Context: an optimization exercise on an open-source flow, tuned for small area. The choices shown serve that exercise and are no tape-out recipe. Function was checked by simulation only, so behaviour that the tests miss may differ from the original.

==> build 80 <==
// median
module median (
    input         clk,
    input         rst_n,
    input  [31:0] word0,
    input  [31:0] word1,
    input  [31:0] word2,
    output [7:0]  pixel1,
    output [7:0]  pixel2,
    output [7:0]  pixel3,
    output [7:0]  pixel4,
    output [9:0]  raddr_a,
    output [9:0]  raddr_b,
    output [9:0]  raddr_c,
    output [9:0]  waddr
);
==> module median, before the edit <==
module median (
    input         clk,
    input         rst_n,
    input  [31:0] word0,
    input  [31:0] word1,
    input  [31:0] word2,
    output [7:0]  pixel1,
    output [7:0]  pixel2,
    output [7:0]  pixel3,
    output [7:0]  pixel4,
    output [9:0]  raddr_a,
    output [9:0]  raddr_b,
    output [9:0]  raddr_c,
    output [9:0]  waddr
);
    function gt;
        input [7:0] a;
        input [7:0] b;
        integer i;
        reg g;
        begin
            g = 1'b0;
            for (i = 0; i < 8; i = i + 1)
                g = (a[i] & ~b[i]) | (g & (a[i] | ~b[i]));
            gt = g;
        end
    endfunction
    function [7:0] med3;
        input [7:0] x;
        input [7:0] y;
        input [7:0] z;
        input xy;
        input yz;
        input xz;
        begin
            med3 = (xy == yz) ? y : ((xy == xz) ? z : x);
        end
    endfunction
    wire [7:0] l0, m0, h0, l1, m1, h1, l2, m2, h2, l3, m3, h3;
    sort3 s0 (.a(word0[7:0]),   .b(word1[7:0]),   .c(word2[7:0]),   .lo(l0), .mid(m0), .hi(h0));
    sort3 s1 (.a(word0[15:8]),  .b(word1[15:8]),  .c(word2[15:8]),  .lo(l1), .mid(m1), .hi(h1));
    sort3 s2 (.a(word0[23:16]), .b(word1[23:16]), .c(word2[23:16]), .lo(l2), .mid(m2), .hi(h2));
    sort3 s3 (.a(word0[31:24]), .b(word1[31:24]), .c(word2[31:24]), .lo(l3), .mid(m3), .hi(h3));
    wire [7:0] lo10 = gt(l1, l0) ? l1 : l0;      
    wire [7:0] lo32 = gt(l3, l2) ? l3 : l2;
    wire [7:0] hi10 = gt(h1, h0) ? h0 : h1;      
    wire [7:0] hi32 = gt(h3, h2) ? h2 : h3;
    wire g10 = gt(m1, m0);
    wire g21 = gt(m2, m1);
    wire g20 = gt(m2, m0);
    wire g32 = gt(m3, m2);
    wire g31 = gt(m3, m1);
    reg [7:0] r0l, r0m, r0h, r1m, rlo, rhi;
    reg       rg10;
    always @(posedge clk or negedge rst_n) begin
        if (!rst_n) begin
            r0l <= 8'd0; r0m <= 8'd0; r0h <= 8'd0; r1m <= 8'd0;
            rlo <= 8'd0; rhi <= 8'd0; rg10 <= 1'b0;
        end else begin
            r0l <= l0; r0m <= m0; r0h <= h0; r1m <= m1;
            rlo <= lo10; rhi <= hi10; rg10 <= g10;
        end
    end
    wire g03 = gt(r0m, m3);      
    wire g02 = gt(r0m, m2);
    wire g13 = gt(r1m, m3);      
    wire [7:0] w4l = gt(l3, rlo) ? l3 : rlo;
    wire [7:0] w4h = gt(h3, rhi) ? rhi : h3;
    wire [7:0] w4m = med3(r1m, r0m, m3, rg10, g03, g13);
    wire [7:0] w1l = gt(r0l, lo32) ? r0l : lo32;
    wire [7:0] w1h = gt(r0h, hi32) ? hi32 : r0h;
    wire [7:0] w1m = med3(r0m, m3, m2, g03, g32, g02);
    wire [7:0] w2l = gt(l1, lo32) ? l1 : lo32;
    wire [7:0] w2h = gt(h1, hi32) ? hi32 : h1;
    wire [7:0] w2m = med3(m3, m2, m1, g32, g21, g31);
    wire [7:0] w3l = gt(l2, lo10) ? l2 : lo10;
    wire [7:0] w3h = gt(h2, hi10) ? hi10 : h2;
    wire [7:0] w3m = med3(m2, m1, m0, g21, g10, g20);
    wire [7:0] o4 = med3(w4l, w4m, w4h, gt(w4l, w4m), gt(w4m, w4h), gt(w4l, w4h));
    wire [7:0] o1 = med3(w1l, w1m, w1h, gt(w1l, w1m), gt(w1m, w1h), gt(w1l, w1h));
    wire [7:0] o2 = med3(w2l, w2m, w2h, gt(w2l, w2m), gt(w2m, w2h), gt(w2l, w2h));
    wire [7:0] o3 = med3(w3l, w3m, w3h, gt(w3l, w3m), gt(w3m, w3h), gt(w3l, w3h));
    reg [7:0] p1_q, p2_q, p3_q;
    always @(posedge clk or negedge rst_n) begin
        if (!rst_n) begin
            p1_q <= 8'd0; p2_q <= 8'd0; p3_q <= 8'd0;
        end else begin
            p1_q <= o1; p2_q <= o2; p3_q <= o3;
        end
    end
    assign pixel1 = p1_q;
    assign pixel2 = p2_q;
    assign pixel3 = p3_q;
    assign pixel4 = o4;
    reg [9:0] rc;
    reg [2:0] col_hi;
    reg       sa, sb;
    reg [9:0] wa;
    wire nib  = &rc[3:0];
    wire wrap = nib & col_hi[2];           
    wire valid = wa[0] ^ rc[0];
    always @(posedge clk or negedge rst_n) begin
        if (!rst_n) begin
            rc     <= 10'd0;
            col_hi <= 3'd0;
            sa     <= 1'b0;
            sb     <= 1'b0;
            wa     <= 10'd0;
        end else begin
            rc[3:0] <= rc[3:0] + 4'd1;
            if (nib)
                rc[9:4] <= rc[9:4] + ((wrap & ~sb) ? 6'd60 : 6'd1);
            if (nib)
                col_hi <= wrap ? 3'd0 : col_hi + 3'd1;
            if (wrap) begin
                sa <= ~sb;
                sb <= sa & ~sb;
            end
            if (valid)
                wa <= wa + 10'd1;
        end
    end
    assign raddr_c = rc;
    assign raddr_a = {rc[9:4] + {3'b000, sa, 1'b0, sa}, rc[3:0]};
    assign raddr_b = {rc[9:4] + {3'b000, sb, 1'b0, sb}, rc[3:0]};
    assign waddr   = wa;
endmodule
Settings: LEC_CHECK=0, CAP_MARGIN=20, CORE_MARGIN=2, CORE_UTILIZATION=40, GPL_TIMING_DRIVEN=0, SLEW_MARGIN=20; clock period 30.0 ns.
standard.sh (not shown) runs the stock make flow with config.mk's settings and CLKGATE_MAP_FILE= SYNTH_SCRIPT=/design/flow/synth_recipe.tcl, a recipe that flattens the netlist after the stock synthesis.
==> flow/flow/run.sh <==
#!/bin/bash
# Own layout flow: the standard flow (standard.sh), with two changes:
#  - ABC maps for area (flow/abc.script) instead of ORFS's speed script with
#    gate up-sizing; ORFS reads that script from SCRIPTS_DIR, so the flow
#    runs on a copy of ORFS's scripts folder with only that file replaced;
#  - the port buffers are sky130_fd_sc_hd__buf_1.
# Everything else (synthesis passes, flattening, register names, floorplan,
# power grid, CTS, routing) is the standard flow.
set -euo pipefail
W=$(pwd)
rm -rf "$W/orfs_scripts"
cp -r "$FLOW_HOME/scripts" "$W/orfs_scripts"
cp "$W/flow/abc.script" "$W/orfs_scripts/abc_speed.script"
bash "$W/standard.sh" "SCRIPTS_DIR=$W/orfs_scripts" \
    "BUFFER_PORTS_ARGS=-buffer_cell sky130_fd_sc_hd__buf_1" finish \
    > "$W/standard.log" 2>&1
==> flow/flow/abc.script <==
&get -n
&st
&syn2
&synch2
&deepsyn -T 60
&dch
&nf -R 1000
&put
==> build 2 (differences from build 80) <==
--- a/flow/design.v
+++ b/flow/design.v
@@ -95,17 +95,18 @@
     reg [9:0] rc;
     reg [2:0] col_hi;
     reg       sa, sb;
-    reg [9:0] wa;
+    reg       first;
+    reg [5:0] wa_hi;
     wire nib  = &rc[3:0];
     wire wrap = nib & col_hi[2];           
-    wire valid = wa[0] ^ rc[0];
     always @(posedge clk or negedge rst_n) begin
         if (!rst_n) begin
             rc     <= 10'd0;
             col_hi <= 3'd0;
             sa     <= 1'b0;
             sb     <= 1'b0;
-            wa     <= 10'd0;
+            first  <= 1'b0;
+            wa_hi  <= 6'd0;
         end else begin
             rc[3:0] <= rc[3:0] + 4'd1;
             if (nib)
@@ -116,14 +117,15 @@
                 sa <= ~sb;
                 sb <= sa & ~sb;
             end
-            if (valid)
-                wa <= wa + 10'd1;
+            first <= 1'b1;
+            if (first && rc[3:0] == 4'd0)
+                wa_hi <= wa_hi + 6'd1;
         end
     end
     assign raddr_c = rc;
     assign raddr_a = {rc[9:4] + {3'b000, sa, 1'b0, sa}, rc[3:0]};
-    assign raddr_b = {rc[9:4] + {3'b000, sb, 1'b0, sb}, rc[3:0]};
-    assign waddr   = wa;
+    assign raddr_b = sb ? raddr_a : rc;    
+    assign waddr   = {wa_hi, rc[3:0] - {3'b000, first}};
 endmodule
 module sort3 (
     input  [7:0] a,
==> flow/flow/run.sh (replaced) <==
#!/bin/bash
# Own layout flow: the standard flow (standard.sh), with three changes:
#  - ABC maps for area (flow/abc.script) instead of ORFS's speed script with
#    gate up-sizing; ORFS reads that script from SCRIPTS_DIR, so the flow
#    runs on a copy of ORFS's scripts folder with only that file replaced;
#  - the port buffers are sky130_fd_sc_hd__buf_1;
#  - so are the buffers synthesis puts on pass-through wires.
# Everything else (synthesis passes, flattening, register names, floorplan,
# power grid, CTS, routing) is the standard flow. All output of the flow is
# in standard.log and in ORFS's own logs under orfs/logs.
set -euo pipefail
W=$(pwd)
rm -rf "$W/orfs_scripts"
cp -r "$FLOW_HOME/scripts" "$W/orfs_scripts"
cp "$W/flow/abc.script" "$W/orfs_scripts/abc_speed.script"
bash "$W/standard.sh" "SCRIPTS_DIR=$W/orfs_scripts" \
    "BUFFER_PORTS_ARGS=-buffer_cell sky130_fd_sc_hd__buf_1" \
    "MIN_BUF_CELL_AND_PORTS=sky130_fd_sc_hd__buf_1 A X" finish \
    > "$W/standard.log" 2>&1
==> flow/flow/abc.script (replaced) <==
&get -n
&st
&syn2
&synch2
&deepsyn -T 60
&dch
&nf -R 1000 -p -C 32 -F 8 -a -A 8
&put
CORE_UTILIZATION = 70   (was 40)
CTS_BUF_LIST = sky130_fd_sc_hd__clkbuf_8   (was default)
==> impl_metrics.csv <==
group,metric,value,unit
setup_path,r2r_end,"p1_q[2]",
placed_design,routabilityCongestion,0.9665,
placed_design,placed_area,0.01133,mm2
synth,synth_mux_area_frac,0.02819,
layout,final_cell_area,0.01162,mm2
layout,fin_nets,1689,
status,status,"complete, no violations",
timing,tightest_slew,1.107,ns
grt,grt_use_met1,0.3636,
layout,clkCellAreaFrac,0.02434,
setup_path,crit_path_frequent_cell,"maj3_1",
layout,nNonClkBuffers,181,
[end of results for build 80]
==> impl_metrics.csv <==
group,metric,value,unit
layout,nNonClkBuffers,180,
placed_design,placed_area,0.01084,mm2
synth,synth_mux_area_frac,0.04113,
placed_design,dp_slack,9.780,ns
layout,fin_nets,1676,
route,drcViolationCount,0,
grt,grt_use_met1,0.6387,
status,status,"complete, no violations",
layout,clkCellAreaFrac,0.01800,
layout,sh_seq_area,0.2151,
setup_path,r2r_end,"p1_q[4]",
placed_design,routabilityCongestion,1.141,
[end of results for build 2]

[re-timing with driven ports]
The flow's constraints put no driver on any port. The routed layouts listed below were extracted and timed again, unchanged, in two steps. Step 1 (the two cells are an assumption about what drives the block):
set clk [get_ports {clk}]
set_driving_cell -lib_cell sky130_fd_sc_hd__clkbuf_16 $clk
set_driving_cell -lib_cell sky130_fd_sc_hd__buf_2 [delete_from_list [all_inputs] $clk]
Step 2, shift: input delay + t, output delay - t, t = (earliest + latest rising clock arrival at the registers) / 2. This alone moves slack from input paths to output paths. a / b / c = no drivers / after step 1 / after step 2; a / b = the first two.
| run | t (ns) | setup slack, ns | hold WS [ns] | worst setup path after step 2 | latest minus earliest clock arrival (ns) |
|---|---|---|---|---|---|
| build 80 | 0.402 | 7.941 / 7.915 / 7.915 | 0.480 / 0.480 / 0.480 | input to output | 0.015 / 0.015 |
| build 2 | 0.447 | 9.536 / 9.514 / 9.514 | 0.473 / 0.473 / 0.473 | input to output | 0.012 / 0.012 |
After both steps every run listed still meets setup and hold. The setup slack of build 80, which loses most, moves by -0.026 ns with the drivers and by -0.026 ns with both steps.
